What follows belongs to an exercise in optimizing a design on an open flow for small area, a short achievable clock period and few clock cycles per item; a production flow would make more cautious choices.
RTL that was checked went through simulation tests only; none was proved equivalent to the original.

==> sierra: inputs <==
// des_enc
module des_enc (
    input         clk,
    input         rst,
    input         in_valid,
    output        in_ready,
    input  [63:0] in_block,
    input  [63:0] in_key,
    output        out_valid,
    output [63:0] out_block
);
Settings: LEC_CHECK=0, CAP_MARGIN=20, CORE_MARGIN=2, CORE_UTILIZATION=65, PLACE_DENSITY=0.75, SLEW_MARGIN=20; clock period 50.0 ns.
standard.sh (not shown) runs the stock make flow with config.mk's settings and CLKGATE_MAP_FILE= SYNTH_SCRIPT=/design/flow/synth_recipe.tcl, a recipe that flattens the netlist after the stock synthesis.
==> flow/flow/run.sh <==
#!/bin/bash
# Own flow: the standard layout (standard.sh), with the S-box modules replaced by
# pre-mapped gate-level netlists during synthesis (see swap.tcl).
set -euo pipefail
W=$(pwd)
export SYNTH_CANONICALIZE_TCL=$W/flow/swap.tcl
bash standard.sh SETUP_SLACK_MARGIN=39 finish > $W/standard.log 2>&1 || { tail -50 $W/standard.log; exit 1; }
for f in $W/orfs/logs/*/*/*/*.log; do cp "$f" $W/ 2>/dev/null || true; done
tail -5 $W/standard.log
Other scripts of this flow, unchanged in this note and not shown: flow/flow/sbk_gates.v, flow/flow/swap.tcl
==> inputs of yarrow, as changes to sierra <==
--- a/flow/flow/run.sh
+++ b/flow/flow/run.sh
@@ -6,3 +6,3 @@
 export SYNTH_CANONICALIZE_TCL=$W/flow/swap.tcl
-bash standard.sh SETUP_SLACK_MARGIN=39 finish > $W/standard.log 2>&1 || { tail -50 $W/standard.log; exit 1; }
+bash standard.sh finish > $W/standard.log 2>&1 || { tail -50 $W/standard.log; exit 1; }
 for f in $W/orfs/logs/*/*/*/*.log; do cp "$f" $W/ 2>/dev/null || true; done
--- a/flow/config.mk
+++ b/flow/config.mk
@@ -9,4 +9,3 @@
 export CORE_MARGIN = 2
-export CORE_UTILIZATION = 65
-export PLACE_DENSITY = 0.75
+export CORE_UTILIZATION = 40
 export SLEW_MARGIN = 20
==> comparison table <==
Final antenna diode count: yarrow 1; sierra 3
CP max-delay cell: yarrow sky130_fd_sc_hd__xor2_1; sierra sky130_fd_sc_hd__dfxtp_2
Setup repair bufs after CTS: yarrow 0; sierra 6
Area of the multi-input gates: yarrow 53600 um^2; sierra 55600 um^2
Final core area utilization: yarrow 45.7%; sierra 74.9%
Delay of the slowest critical-path stage: yarrow 0.95 ns; sierra 0.32 ns
Total number of nets in the final design: yarrow 10225; sierra 10198
Layout clock buffers: yarrow 82; sierra 84
Worst reg2reg path endpoint: yarrow lr1_q[17]; sierra lr1_q[9]
Upper clock frequency limit: yarrow 81.6 MHz; sierra 89.8 MHz
Critical Path Source: yarrow cd0_q[34]; sierra out_q[37]
Area after DPL: yarrow 71800 um^2; sierra 70300 um^2
Initial core utilization: yarrow 40.3%; sierra 65.4%
Share of final layout cell area taken by clock buffers and inverters: yarrow 3.08%; sierra 3.15%
Minimum clock period after layout: yarrow 12.25 ns; sierra 11.14 ns
Number of cells in the finished layout apart from fillers: yarrow 12320; sierra 11423
Fraction of cell area in non-clock buffers: yarrow 4.79%; sierra 4.32%
Worst R2R Path Depth: yarrow 33; sierra 35
Total routing resource utilization after global routing: yarrow 30.8%; sierra 48.0%
Die Height: yarrow 408 um; sierra 321 um
Area Growth Syn to Fin: yarrow 13.5%; sierra 14.5%
Run status: yarrow timing/DRC/antenna clean; sierra timing/DRC/antenna clean
Critical path capture point type: yarrow flip-flop; sierra primary output
Clock skew after layout: yarrow 0.0535 ns; sierra 0.0391 ns
Detail Route met2 WL: yarrow 123000 um; sierra 114000 um
Testbench counts of sierra, summed over its fixed seeds: cycles 2,088, items 2,048.
Testbench counts of yarrow, summed over its fixed seeds: cycles 2,088, items 2,048.

========
==> run a <==
Starting RTL as in the previous note.
Settings: LEC_CHECK=0, CAP_MARGIN=20, CORE_MARGIN=2, CORE_UTILIZATION=40, CTS_CLUSTER_DIAMETER=100, CTS_CLUSTER_SIZE=30, SLEW_MARGIN=20; clock period 50.0 ns.
==> flow/flow/run.sh <==
#!/bin/bash
# Own flow: the standard layout (standard.sh), with the S-box modules replaced by
# pre-mapped gate-level netlists during synthesis (see swap.tcl).
set -euo pipefail
W=$(pwd)
export SYNTH_CANONICALIZE_TCL=$W/flow/swap.tcl
BUFFER_PORTS_ARGS="-buffer_cell sky130_fd_sc_hd__buf_1" bash standard.sh SETUP_SLACK_MARGIN=38.75 SKIP_CTS_REPAIR_TIMING=1 finish > $W/standard.log 2>&1 || { tail -50 $W/standard.log; exit 1; }
for f in $W/orfs/logs/*/*/*/*.log; do cp "$f" $W/ 2>/dev/null || true; done
tail -5 $W/standard.log
Other scripts of this flow, unchanged in this note and not shown: flow/flow/sbk_gates.v, flow/flow/swap.tcl
==> run b: changes against run a <==
==> flow/flow/run.sh (replaced) <==
#!/bin/bash
# Own flow: the standard layout (standard.sh), with the S-box modules replaced by
# pre-mapped gate-level netlists during synthesis (see swap.tcl).
set -euo pipefail
W=$(pwd)
export SYNTH_CANONICALIZE_TCL=$W/flow/swap.tcl
BUFFER_PORTS_ARGS="-buffer_cell sky130_fd_sc_hd__buf_1" bash standard.sh SETUP_SLACK_MARGIN=39 SKIP_INCREMENTAL_REPAIR=1 finish > $W/standard.log 2>&1 || { tail -50 $W/standard.log; exit 1; }
for f in $W/orfs/logs/*/*/*/*.log; do cp "$f" $W/ 2>/dev/null || true; done
tail -5 $W/standard.log
==> comparison table <==
item	run a	run b
Run status	timing/DRC/antenna clean	timing/DRC/antenna clean
Vias	61753	61609
Met1 Use GR	33.2%	33.2%
Drt first-iter violations	8778	8685
Global-route wire length before repair	337000 um	337000 um
Capturing element of the worst setup path	out_block[41]	out_q[54]
Fill cells	13915	14026
Achievable clock frequency	89.7 MHz	87.8 MHz
Area taken by flip-flops and latches	11000 um2	11000 um2
Kind of capture point of the worst setup path	output port	flip-flop
Final instance area	61600 um2	60300 um2
Repair and plain buffers	231	226
Via count of the first global-routing pass	56049	56046
Post-detailed-route via-to-cell ratio	6.04	6.03
Routed wire length on met2	107000 um	106000 um
Post-route met1 wirelength	81200 um	82500 um
Final wirelength	233000 um	233000 um
CP startpoint	out_q[41]	lr3_q[25]
Fraction of met3 tracks used by global routing	3.23%	3.14%
CP peak stage delay	0.35 ns	0.85 ns
Testbench counts of run a, summed over its fixed seeds: cycles 2,088, items 2,048.
Testbench counts of run b, summed over its fixed seeds: cycles 2,088, items 2,048.

========
==> zinc <==
des_enc again, from the RTL that the note above started with.
export LEC_CHECK = 0
export CAP_MARGIN = 20
export CORE_MARGIN = 2
export CORE_UTILIZATION = 40
export CTS_CLUSTER_DIAMETER = 100
export CTS_CLUSTER_SIZE = 30
export SLEW_MARGIN = 20
create_clock -name core_clock -period 50.0 [get_ports {clk}]
==> flow/flow/run.sh <==
#!/bin/bash
# Own flow: the standard layout (standard.sh), with the S-box modules replaced by
# pre-mapped gate-level netlists during synthesis (see swap.tcl).
set -euo pipefail
W=$(pwd)
export SYNTH_CANONICALIZE_TCL=$W/flow/swap.tcl
BUFFER_PORTS_ARGS="-buffer_cell sky130_fd_sc_hd__buf_1" bash standard.sh SETUP_SLACK_MARGIN=38.75 finish > $W/standard.log 2>&1 || { tail -50 $W/standard.log; exit 1; }
for f in $W/orfs/logs/*/*/*/*.log; do cp "$f" $W/ 2>/dev/null || true; done
tail -5 $W/standard.log
Other scripts of this flow, unchanged in this note and not shown: flow/flow/sbk_gates.v, flow/flow/swap.tcl
==> pepper: changes against zinc <==
==> flow/flow/run.sh (replaced) <==
#!/bin/bash
# Own flow: the standard layout (standard.sh), with the S-box modules replaced by
# pre-mapped gate-level netlists during synthesis (see swap.tcl).
set -euo pipefail
W=$(pwd)
export SYNTH_CANONICALIZE_TCL=$W/flow/swap.tcl
BUFFER_PORTS_ARGS="-buffer_cell sky130_fd_sc_hd__buf_1" bash standard.sh SETUP_SLACK_MARGIN=38.5 finish > $W/standard.log 2>&1 || { tail -50 $W/standard.log; exit 1; }
for f in $W/orfs/logs/*/*/*/*.log; do cp "$f" $W/ 2>/dev/null || true; done
tail -5 $W/standard.log
==> juniper: changes against zinc <==
==> flow/flow/run.sh (replaced) <==
#!/bin/bash
# Own flow: the standard layout (standard.sh), with the S-box modules replaced by
# pre-mapped gate-level netlists during synthesis (see swap.tcl).
set -euo pipefail
W=$(pwd)
export SYNTH_CANONICALIZE_TCL=$W/flow/swap.tcl
BUFFER_PORTS_ARGS="-buffer_cell sky130_fd_sc_hd__buf_1" bash standard.sh SETUP_SLACK_MARGIN=38.6 finish > $W/standard.log 2>&1 || { tail -50 $W/standard.log; exit 1; }
for f in $W/orfs/logs/*/*/*/*.log; do cp "$f" $W/ 2>/dev/null || true; done
tail -5 $W/standard.log
==> notes <==
Sequential share of layout area, lowest first: zinc, juniper, pepper. In synthesized cell count, zinc and pepper do not differ. Die area is the same in pepper and zinc. Count of clock-buffer cells in the layout is the same in zinc and juniper. Synthesized area is the same in pepper and zinc.
Testbench counts of zinc, summed over its fixed seeds: cycles 2,088, items 2,048.
Testbench counts of pepper, summed over its fixed seeds: cycles 2,088, items 2,048.
Testbench counts of juniper, summed over its fixed seeds: cycles 2,088, items 2,048.

========
==> inputs of v18 <==
des_enc, a different RTL version from the one above (not shown whole).
// des_enc
module des_enc (
    input         clk,
    input         rst,
    input         in_valid,
    output        in_ready,
    input  [63:0] in_block,
    input  [63:0] in_key,
    output        out_valid,
    output [63:0] out_block
);
==> module des_rounds_1_5, before the edit <==
module des_rounds_1_5 (
    input  [63:0] lr_in,
    input  [55:0] cd,
    output [63:0] lr_out
);
wire [31:0] h [0:6];
assign h[0] = lr_in[63:32];
assign h[1] = lr_in[31:0];
wire [47:0] k1;
des_subkey1 u_k1 (.cd(cd), .k(k1));
des_round u_r1 (.l(h[0]), .r(h[1]), .k(k1), .r_new(h[2]));
wire [47:0] k2;
des_subkey2 u_k2 (.cd(cd), .k(k2));
des_round u_r2 (.l(h[1]), .r(h[2]), .k(k2), .r_new(h[3]));
wire [47:0] k3;
des_subkey3 u_k3 (.cd(cd), .k(k3));
des_round u_r3 (.l(h[2]), .r(h[3]), .k(k3), .r_new(h[4]));
wire [47:0] k4;
des_subkey4 u_k4 (.cd(cd), .k(k4));
des_round u_r4 (.l(h[3]), .r(h[4]), .k(k4), .r_new(h[5]));
wire [47:0] k5;
des_subkey5 u_k5 (.cd(cd), .k(k5));
des_round u_r5 (.l(h[4]), .r(h[5]), .k(k5), .r_new(h[6]));
assign lr_out = {h[5], h[6]};
endmodule
==> module des_rounds_6_10, before the edit <==
module des_rounds_6_10 (
    input  [63:0] lr_in,
    input  [55:0] cd,
    output [63:0] lr_out
);
wire [31:0] h [5:11];
assign h[5] = lr_in[63:32];
assign h[6] = lr_in[31:0];
wire [47:0] k6;
des_subkey6 u_k6 (.cd(cd), .k(k6));
des_round u_r6 (.l(h[5]), .r(h[6]), .k(k6), .r_new(h[7]));
wire [47:0] k7;
des_subkey7 u_k7 (.cd(cd), .k(k7));
des_round u_r7 (.l(h[6]), .r(h[7]), .k(k7), .r_new(h[8]));
wire [47:0] k8;
des_subkey8 u_k8 (.cd(cd), .k(k8));
des_round u_r8 (.l(h[7]), .r(h[8]), .k(k8), .r_new(h[9]));
wire [47:0] k9;
des_subkey9 u_k9 (.cd(cd), .k(k9));
des_round u_r9 (.l(h[8]), .r(h[9]), .k(k9), .r_new(h[10]));
wire [47:0] k10;
des_subkey10 u_k10 (.cd(cd), .k(k10));
des_round u_r10 (.l(h[9]), .r(h[10]), .k(k10), .r_new(h[11]));
assign lr_out = {h[10], h[11]};
endmodule
==> module des_rounds_11_16, before the edit <==
module des_rounds_11_16 (
    input  [63:0] lr_in,
    input  [55:0] cd,
    output [63:0] lr_out
);
wire [31:0] h [10:17];
assign h[10] = lr_in[63:32];
assign h[11] = lr_in[31:0];
wire [47:0] k11;
des_subkey11 u_k11 (.cd(cd), .k(k11));
des_round u_r11 (.l(h[10]), .r(h[11]), .k(k11), .r_new(h[12]));
wire [47:0] k12;
des_subkey12 u_k12 (.cd(cd), .k(k12));
des_round u_r12 (.l(h[11]), .r(h[12]), .k(k12), .r_new(h[13]));
wire [47:0] k13;
des_subkey13 u_k13 (.cd(cd), .k(k13));
des_round u_r13 (.l(h[12]), .r(h[13]), .k(k13), .r_new(h[14]));
wire [47:0] k14;
des_subkey14 u_k14 (.cd(cd), .k(k14));
des_round u_r14 (.l(h[13]), .r(h[14]), .k(k14), .r_new(h[15]));
wire [47:0] k15;
des_subkey15 u_k15 (.cd(cd), .k(k15));
des_round u_r15 (.l(h[14]), .r(h[15]), .k(k15), .r_new(h[16]));
wire [47:0] k16;
des_subkey16 u_k16 (.cd(cd), .k(k16));
des_round u_r16 (.l(h[15]), .r(h[16]), .k(k16), .r_new(h[17]));
assign lr_out = {h[16], h[17]};
endmodule
==> module des_enc, before the edit <==
module des_enc (
    input         clk,
    input         rst,
    input         in_valid,
    output        in_ready,
    input  [63:0] in_block,
    input  [63:0] in_key,
    output        out_valid,
    output [63:0] out_block
);
wire [63:0] ip_w;
wire [55:0] cd_w;
des_ip u_ip (.x(in_block), .y(ip_w));
des_pc1 u_pc1 (.key(in_key), .cd(cd_w));
reg [3:0] v_q;
reg [63:0] lr0_q;
reg [55:0] cd0_q;
reg [63:0] lr1_q;
reg [55:0] cd1_q;
reg [63:0] lr2_q;
reg [55:0] cd2_q;
reg [63:0] out_q;
wire [63:0] st0_w;
des_rounds_1_5 u_st0 (.lr_in(lr0_q), .cd(cd0_q), .lr_out(st0_w));
wire [63:0] st1_w;
des_rounds_6_10 u_st1 (.lr_in(lr1_q), .cd(cd1_q), .lr_out(st1_w));
wire [63:0] st2_w;
des_rounds_11_16 u_st2 (.lr_in(lr2_q), .cd(cd2_q), .lr_out(st2_w));
wire [63:0] fp_w;
des_fp u_fp (.x({st2_w[31:0], st2_w[63:32]}), .y(fp_w));
always @(posedge clk) begin
    if (rst) v_q <= 0;
    else v_q <= {v_q[2:0], in_valid};
    lr0_q <= ip_w;
    cd0_q <= cd_w;
    lr1_q <= st0_w;
    cd1_q <= cd0_q;
    lr2_q <= st1_w;
    cd2_q <= cd1_q;
    out_q <= fp_w;
end
assign in_ready = 1'b1;
assign out_valid = v_q[3];
assign out_block = out_q;
endmodule
clock: 50.0 ns
lec_check: 0
cap_margin: 20
core_margin: 2
core_utilization: 40
slew_margin: 20
==> flow/flow/run.sh <==
#!/bin/bash
# Own flow: the standard layout (standard.sh), with the S-box modules replaced by
# pre-mapped gate-level netlists during synthesis (see swap.tcl).
set -euo pipefail
W=$(pwd)
export SYNTH_CANONICALIZE_TCL=$W/flow/swap.tcl
bash standard.sh SETUP_SLACK_MARGIN=39 finish > $W/standard.log 2>&1 || { tail -50 $W/standard.log; exit 1; }
for f in $W/orfs/logs/*/*/*/*.log; do cp "$f" $W/ 2>/dev/null || true; done
tail -5 $W/standard.log
Other scripts of this flow, unchanged in this note and not shown: flow/flow/sbk_gates.v, flow/flow/swap.tcl
==> inputs of v26, as changes to v18 <==
--- a/flow/design.v
+++ b/flow/design.v
@@ -761,3 +761,3 @@
 endmodule
-module des_rounds_1_5 (
+module des_rounds_1_4 (
     input  [63:0] lr_in,
@@ -766,3 +766,3 @@
 );
-wire [31:0] h [0:6];
+wire [31:0] h [0:5];
 assign h[0] = lr_in[63:32];
@@ -781,8 +781,5 @@
 des_round u_r4 (.l(h[3]), .r(h[4]), .k(k4), .r_new(h[5]));
-wire [47:0] k5;
-des_subkey5 u_k5 (.cd(cd), .k(k5));
-des_round u_r5 (.l(h[4]), .r(h[5]), .k(k5), .r_new(h[6]));
-assign lr_out = {h[5], h[6]};
+assign lr_out = {h[4], h[5]};
 endmodule
-module des_rounds_6_10 (
+module des_rounds_5_8 (
     input  [63:0] lr_in,
@@ -791,5 +788,8 @@
 );
-wire [31:0] h [5:11];
-assign h[5] = lr_in[63:32];
-assign h[6] = lr_in[31:0];
+wire [31:0] h [4:9];
+assign h[4] = lr_in[63:32];
+assign h[5] = lr_in[31:0];
+wire [47:0] k5;
+des_subkey5 u_k5 (.cd(cd), .k(k5));
+des_round u_r5 (.l(h[4]), .r(h[5]), .k(k5), .r_new(h[6]));
 wire [47:0] k6;
@@ -803,2 +803,12 @@
 des_round u_r8 (.l(h[7]), .r(h[8]), .k(k8), .r_new(h[9]));
+assign lr_out = {h[8], h[9]};
+endmodule
+module des_rounds_9_12 (
+    input  [63:0] lr_in,
+    input  [55:0] cd,
+    output [63:0] lr_out
+);
+wire [31:0] h [8:13];
+assign h[8] = lr_in[63:32];
+assign h[9] = lr_in[31:0];
 wire [47:0] k9;
@@ -809,12 +819,2 @@
 des_round u_r10 (.l(h[9]), .r(h[10]), .k(k10), .r_new(h[11]));
-assign lr_out = {h[10], h[11]};
-endmodule
-module des_rounds_11_16 (
-    input  [63:0] lr_in,
-    input  [55:0] cd,
-    output [63:0] lr_out
-);
-wire [31:0] h [10:17];
-assign h[10] = lr_in[63:32];
-assign h[11] = lr_in[31:0];
 wire [47:0] k11;
@@ -825,2 +825,12 @@
 des_round u_r12 (.l(h[11]), .r(h[12]), .k(k12), .r_new(h[13]));
+assign lr_out = {h[12], h[13]};
+endmodule
+module des_rounds_13_16 (
+    input  [63:0] lr_in,
+    input  [55:0] cd,
+    output [63:0] lr_out
+);
+wire [31:0] h [12:17];
+assign h[12] = lr_in[63:32];
+assign h[13] = lr_in[31:0];
 wire [47:0] k13;
@@ -853,3 +863,3 @@
 des_pc1 u_pc1 (.key(in_key), .cd(cd_w));
-reg [3:0] v_q;
+reg [4:0] v_q;
 reg [63:0] lr0_q;
@@ -860,14 +870,18 @@
 reg [55:0] cd2_q;
+reg [63:0] lr3_q;
+reg [55:0] cd3_q;
 reg [63:0] out_q;
 wire [63:0] st0_w;
-des_rounds_1_5 u_st0 (.lr_in(lr0_q), .cd(cd0_q), .lr_out(st0_w));
+des_rounds_1_4 u_st0 (.lr_in(lr0_q), .cd(cd0_q), .lr_out(st0_w));
 wire [63:0] st1_w;
-des_rounds_6_10 u_st1 (.lr_in(lr1_q), .cd(cd1_q), .lr_out(st1_w));
+des_rounds_5_8 u_st1 (.lr_in(lr1_q), .cd(cd1_q), .lr_out(st1_w));
 wire [63:0] st2_w;
-des_rounds_11_16 u_st2 (.lr_in(lr2_q), .cd(cd2_q), .lr_out(st2_w));
+des_rounds_9_12 u_st2 (.lr_in(lr2_q), .cd(cd2_q), .lr_out(st2_w));
+wire [63:0] st3_w;
+des_rounds_13_16 u_st3 (.lr_in(lr3_q), .cd(cd3_q), .lr_out(st3_w));
 wire [63:0] fp_w;
-des_fp u_fp (.x({st2_w[31:0], st2_w[63:32]}), .y(fp_w));
+des_fp u_fp (.x({st3_w[31:0], st3_w[63:32]}), .y(fp_w));
 always @(posedge clk) begin
     if (rst) v_q <= 0;
-    else v_q <= {v_q[2:0], in_valid};
+    else v_q <= {v_q[3:0], in_valid};
     lr0_q <= ip_w;
@@ -878,2 +892,4 @@
     cd2_q <= cd1_q;
+    lr3_q <= st2_w;
+    cd3_q <= cd2_q;
     out_q <= fp_w;
@@ -881,3 +897,3 @@
 assign in_ready = 1'b1;
-assign out_valid = v_q[3];
+assign out_valid = v_q[4];
 assign out_block = out_q;
--- a/flow/flow/run.sh
+++ b/flow/flow/run.sh
@@ -6,3 +6,3 @@
 export SYNTH_CANONICALIZE_TCL=$W/flow/swap.tcl
-bash standard.sh SETUP_SLACK_MARGIN=39 finish > $W/standard.log 2>&1 || { tail -50 $W/standard.log; exit 1; }
+BUFFER_PORTS_ARGS="-buffer_cell sky130_fd_sc_hd__buf_1" bash standard.sh SETUP_SLACK_MARGIN=39 finish > $W/standard.log 2>&1 || { tail -50 $W/standard.log; exit 1; }
 for f in $W/orfs/logs/*/*/*/*.log; do cp "$f" $W/ 2>/dev/null || true; done
==> inputs of v5, as changes to v18 <==
--- a/flow/design.v
+++ b/flow/design.v
@@ -761,3 +761,3 @@
 endmodule
-module des_rounds_1_5 (
+module des_rounds_1_4 (
     input  [63:0] lr_in,
@@ -766,3 +766,3 @@
 );
-wire [31:0] h [0:6];
+wire [31:0] h [0:5];
 assign h[0] = lr_in[63:32];
@@ -781,8 +781,5 @@
 des_round u_r4 (.l(h[3]), .r(h[4]), .k(k4), .r_new(h[5]));
-wire [47:0] k5;
-des_subkey5 u_k5 (.cd(cd), .k(k5));
-des_round u_r5 (.l(h[4]), .r(h[5]), .k(k5), .r_new(h[6]));
-assign lr_out = {h[5], h[6]};
+assign lr_out = {h[4], h[5]};
 endmodule
-module des_rounds_6_10 (
+module des_rounds_5_8 (
     input  [63:0] lr_in,
@@ -791,5 +788,8 @@
 );
-wire [31:0] h [5:11];
-assign h[5] = lr_in[63:32];
-assign h[6] = lr_in[31:0];
+wire [31:0] h [4:9];
+assign h[4] = lr_in[63:32];
+assign h[5] = lr_in[31:0];
+wire [47:0] k5;
+des_subkey5 u_k5 (.cd(cd), .k(k5));
+des_round u_r5 (.l(h[4]), .r(h[5]), .k(k5), .r_new(h[6]));
 wire [47:0] k6;
@@ -803,2 +803,12 @@
 des_round u_r8 (.l(h[7]), .r(h[8]), .k(k8), .r_new(h[9]));
+assign lr_out = {h[8], h[9]};
+endmodule
+module des_rounds_9_12 (
+    input  [63:0] lr_in,
+    input  [55:0] cd,
+    output [63:0] lr_out
+);
+wire [31:0] h [8:13];
+assign h[8] = lr_in[63:32];
+assign h[9] = lr_in[31:0];
 wire [47:0] k9;
@@ -809,12 +819,2 @@
 des_round u_r10 (.l(h[9]), .r(h[10]), .k(k10), .r_new(h[11]));
-assign lr_out = {h[10], h[11]};
-endmodule
-module des_rounds_11_16 (
-    input  [63:0] lr_in,
-    input  [55:0] cd,
-    output [63:0] lr_out
-);
-wire [31:0] h [10:17];
-assign h[10] = lr_in[63:32];
-assign h[11] = lr_in[31:0];
 wire [47:0] k11;
@@ -825,2 +825,12 @@
 des_round u_r12 (.l(h[11]), .r(h[12]), .k(k12), .r_new(h[13]));
+assign lr_out = {h[12], h[13]};
+endmodule
+module des_rounds_13_16 (
+    input  [63:0] lr_in,
+    input  [55:0] cd,
+    output [63:0] lr_out
+);
+wire [31:0] h [12:17];
+assign h[12] = lr_in[63:32];
+assign h[13] = lr_in[31:0];
 wire [47:0] k13;
@@ -853,3 +863,3 @@
 des_pc1 u_pc1 (.key(in_key), .cd(cd_w));
-reg [3:0] v_q;
+reg [4:0] v_q;
 reg [63:0] lr0_q;
@@ -860,14 +870,18 @@
 reg [55:0] cd2_q;
+reg [63:0] lr3_q;
+reg [55:0] cd3_q;
 reg [63:0] out_q;
 wire [63:0] st0_w;
-des_rounds_1_5 u_st0 (.lr_in(lr0_q), .cd(cd0_q), .lr_out(st0_w));
+des_rounds_1_4 u_st0 (.lr_in(lr0_q), .cd(cd0_q), .lr_out(st0_w));
 wire [63:0] st1_w;
-des_rounds_6_10 u_st1 (.lr_in(lr1_q), .cd(cd1_q), .lr_out(st1_w));
+des_rounds_5_8 u_st1 (.lr_in(lr1_q), .cd(cd1_q), .lr_out(st1_w));
 wire [63:0] st2_w;
-des_rounds_11_16 u_st2 (.lr_in(lr2_q), .cd(cd2_q), .lr_out(st2_w));
+des_rounds_9_12 u_st2 (.lr_in(lr2_q), .cd(cd2_q), .lr_out(st2_w));
+wire [63:0] st3_w;
+des_rounds_13_16 u_st3 (.lr_in(lr3_q), .cd(cd3_q), .lr_out(st3_w));
 wire [63:0] fp_w;
-des_fp u_fp (.x({st2_w[31:0], st2_w[63:32]}), .y(fp_w));
+des_fp u_fp (.x({st3_w[31:0], st3_w[63:32]}), .y(fp_w));
 always @(posedge clk) begin
     if (rst) v_q <= 0;
-    else v_q <= {v_q[2:0], in_valid};
+    else v_q <= {v_q[3:0], in_valid};
     lr0_q <= ip_w;
@@ -878,2 +892,4 @@
     cd2_q <= cd1_q;
+    lr3_q <= st2_w;
+    cd3_q <= cd2_q;
     out_q <= fp_w;
@@ -881,3 +897,3 @@
 assign in_ready = 1'b1;
-assign out_valid = v_q[3];
+assign out_valid = v_q[4];
 assign out_block = out_q;
--- a/flow/config.mk
+++ b/flow/config.mk
@@ -10,2 +10,5 @@
 export CORE_UTILIZATION = 40
+export CTS_BUF_LIST = sky130_fd_sc_hd__clkbuf_8 sky130_fd_sc_hd__clkbuf_16
+export CTS_CLUSTER_DIAMETER = 60
+export CTS_CLUSTER_SIZE = 20
 export SLEW_MARGIN = 20
==> results.yml <==
timing:
  whs_ns: 0.432
yosys:
  synth_nets: 9621
cells_and_area:
  nFillCells: 13000
  syn_to_final_growth_pct: 55.9
  layout_common_cells: "buf_4, nand2_1, o21ai_0"
outcome:
  status: "finished clean"
grt:
  global_route.usage.met2_pct: 56.3
  grt_pass1_vias: 73000
setup_path:
  crit_path_top_delay_cell: "a2111oi_4"
  crit_end: "out_q[14]"
  crit_top_cell: "buf_6"
# the run above: v18

==> results.yml <==
outcome:
  status: "finished clean"
yosys:
  synthFlopType: "dfxtp_1"
  synth_nets: 9743
cells_and_area:
  layout_common_cells: "nand2_1, o21ai_0, nor2_1"
  nFillCells: 16700
  final_common_cell: "nand2_1"
  syn_to_final_growth_pct: 15.7
  multi_input_area_mm2: 0.0556
setup_path:
  crit_buf_inv: 1
  crit_end: "out_block[11]"
  crit_path_top_delay_cell: "dfxtp_2"
timing:
  whs_ns: 0.436
  fin_crit_ns: 11.14
  maxSlewViolCount: 0
cts:
  cts_made_buffers: 72
# the run above: v26

==> results.yml <==
cells_and_area:
  nFillCells: 16500
  layout_common_cells: "nand2_1, o21ai_0, nor2_1"
grt:
  grt_pass1_vias: 67200
  global_route.usage.met2_pct: 50.1
setup_path:
  crit_end: "out_block[43]"
  crit_path_top_delay_cell: "dfxtp_2"
timing:
  whs_ns: 0.441
outcome:
  status: "finished clean"
# the run above: v5

Testbench counts of v26, summed over its fixed seeds: cycles 2,088, items 2,048.
Testbench counts of v5, summed over its fixed seeds: cycles 2,088, items 2,048.
No functional check of the RTL was part of v18.

==> separate check: timing with driven ports <==
No port has a modelled driver above. Below, the same layouts with a new extraction and two added sets of constraints.
Step 1 (the two cells are an assumption about what drives the block):
set clk [get_ports {clk}]
set_driving_cell -lib_cell sky130_fd_sc_hd__clkbuf_16 $clk
set_driving_cell -lib_cell sky130_fd_sc_hd__buf_2 [delete_from_list [all_inputs] $clk]
Step 2 times the ports against the registers' clock, not the clock port: input delays grow and output delays shrink by t, the midpoint of the rising clock arrivals with the driver on.
a / b / c = no drivers / after step 1 / after step 2; a / b = the first two.
run | t, ns | slack for setup (ns) | clock arrival spread, ns | slew at the worst register clock pin (ns)
sierra | 0.770 | 38.862 / 38.776 / 38.948 | 0.040 / 0.040 | 0.07 / 0.07
yarrow | 0.758 | 37.752 / 37.752 / 37.752 | 0.055 / 0.055 | 0.07 / 0.07
run a | 0.722 | 38.854 / 38.775 / 39.193 | 0.050 / 0.049 | 0.11 / 0.11
run b | 0.722 | 38.616 / 38.616 / 38.616 | 0.047 / 0.047 | 0.11 / 0.11
zinc | 0.735 | 38.835 / 38.758 / 39.215 | 0.049 / 0.048 | 0.11 / 0.11
pepper | 0.734 | 38.832 / 38.757 / 38.936 | 0.046 / 0.047 | 0.11 / 0.11
juniper | 0.736 | 38.828 / 38.752 / 39.009 | 0.046 / 0.047 | 0.11 / 0.11
v18 | 0.762 | 38.041 / 38.041 / 38.041 | 0.022 / 0.021 | 0.07 / 0.07
v26 | 0.784 | 38.862 / 38.779 / 39.421 | 0.045 / 0.044 | 0.07 / 0.07
v5 | 0.775 | 38.840 / 38.761 / 39.147 | 0.041 / 0.040 | 0.08 / 0.08
After both steps setup and hold are still met in every run listed.
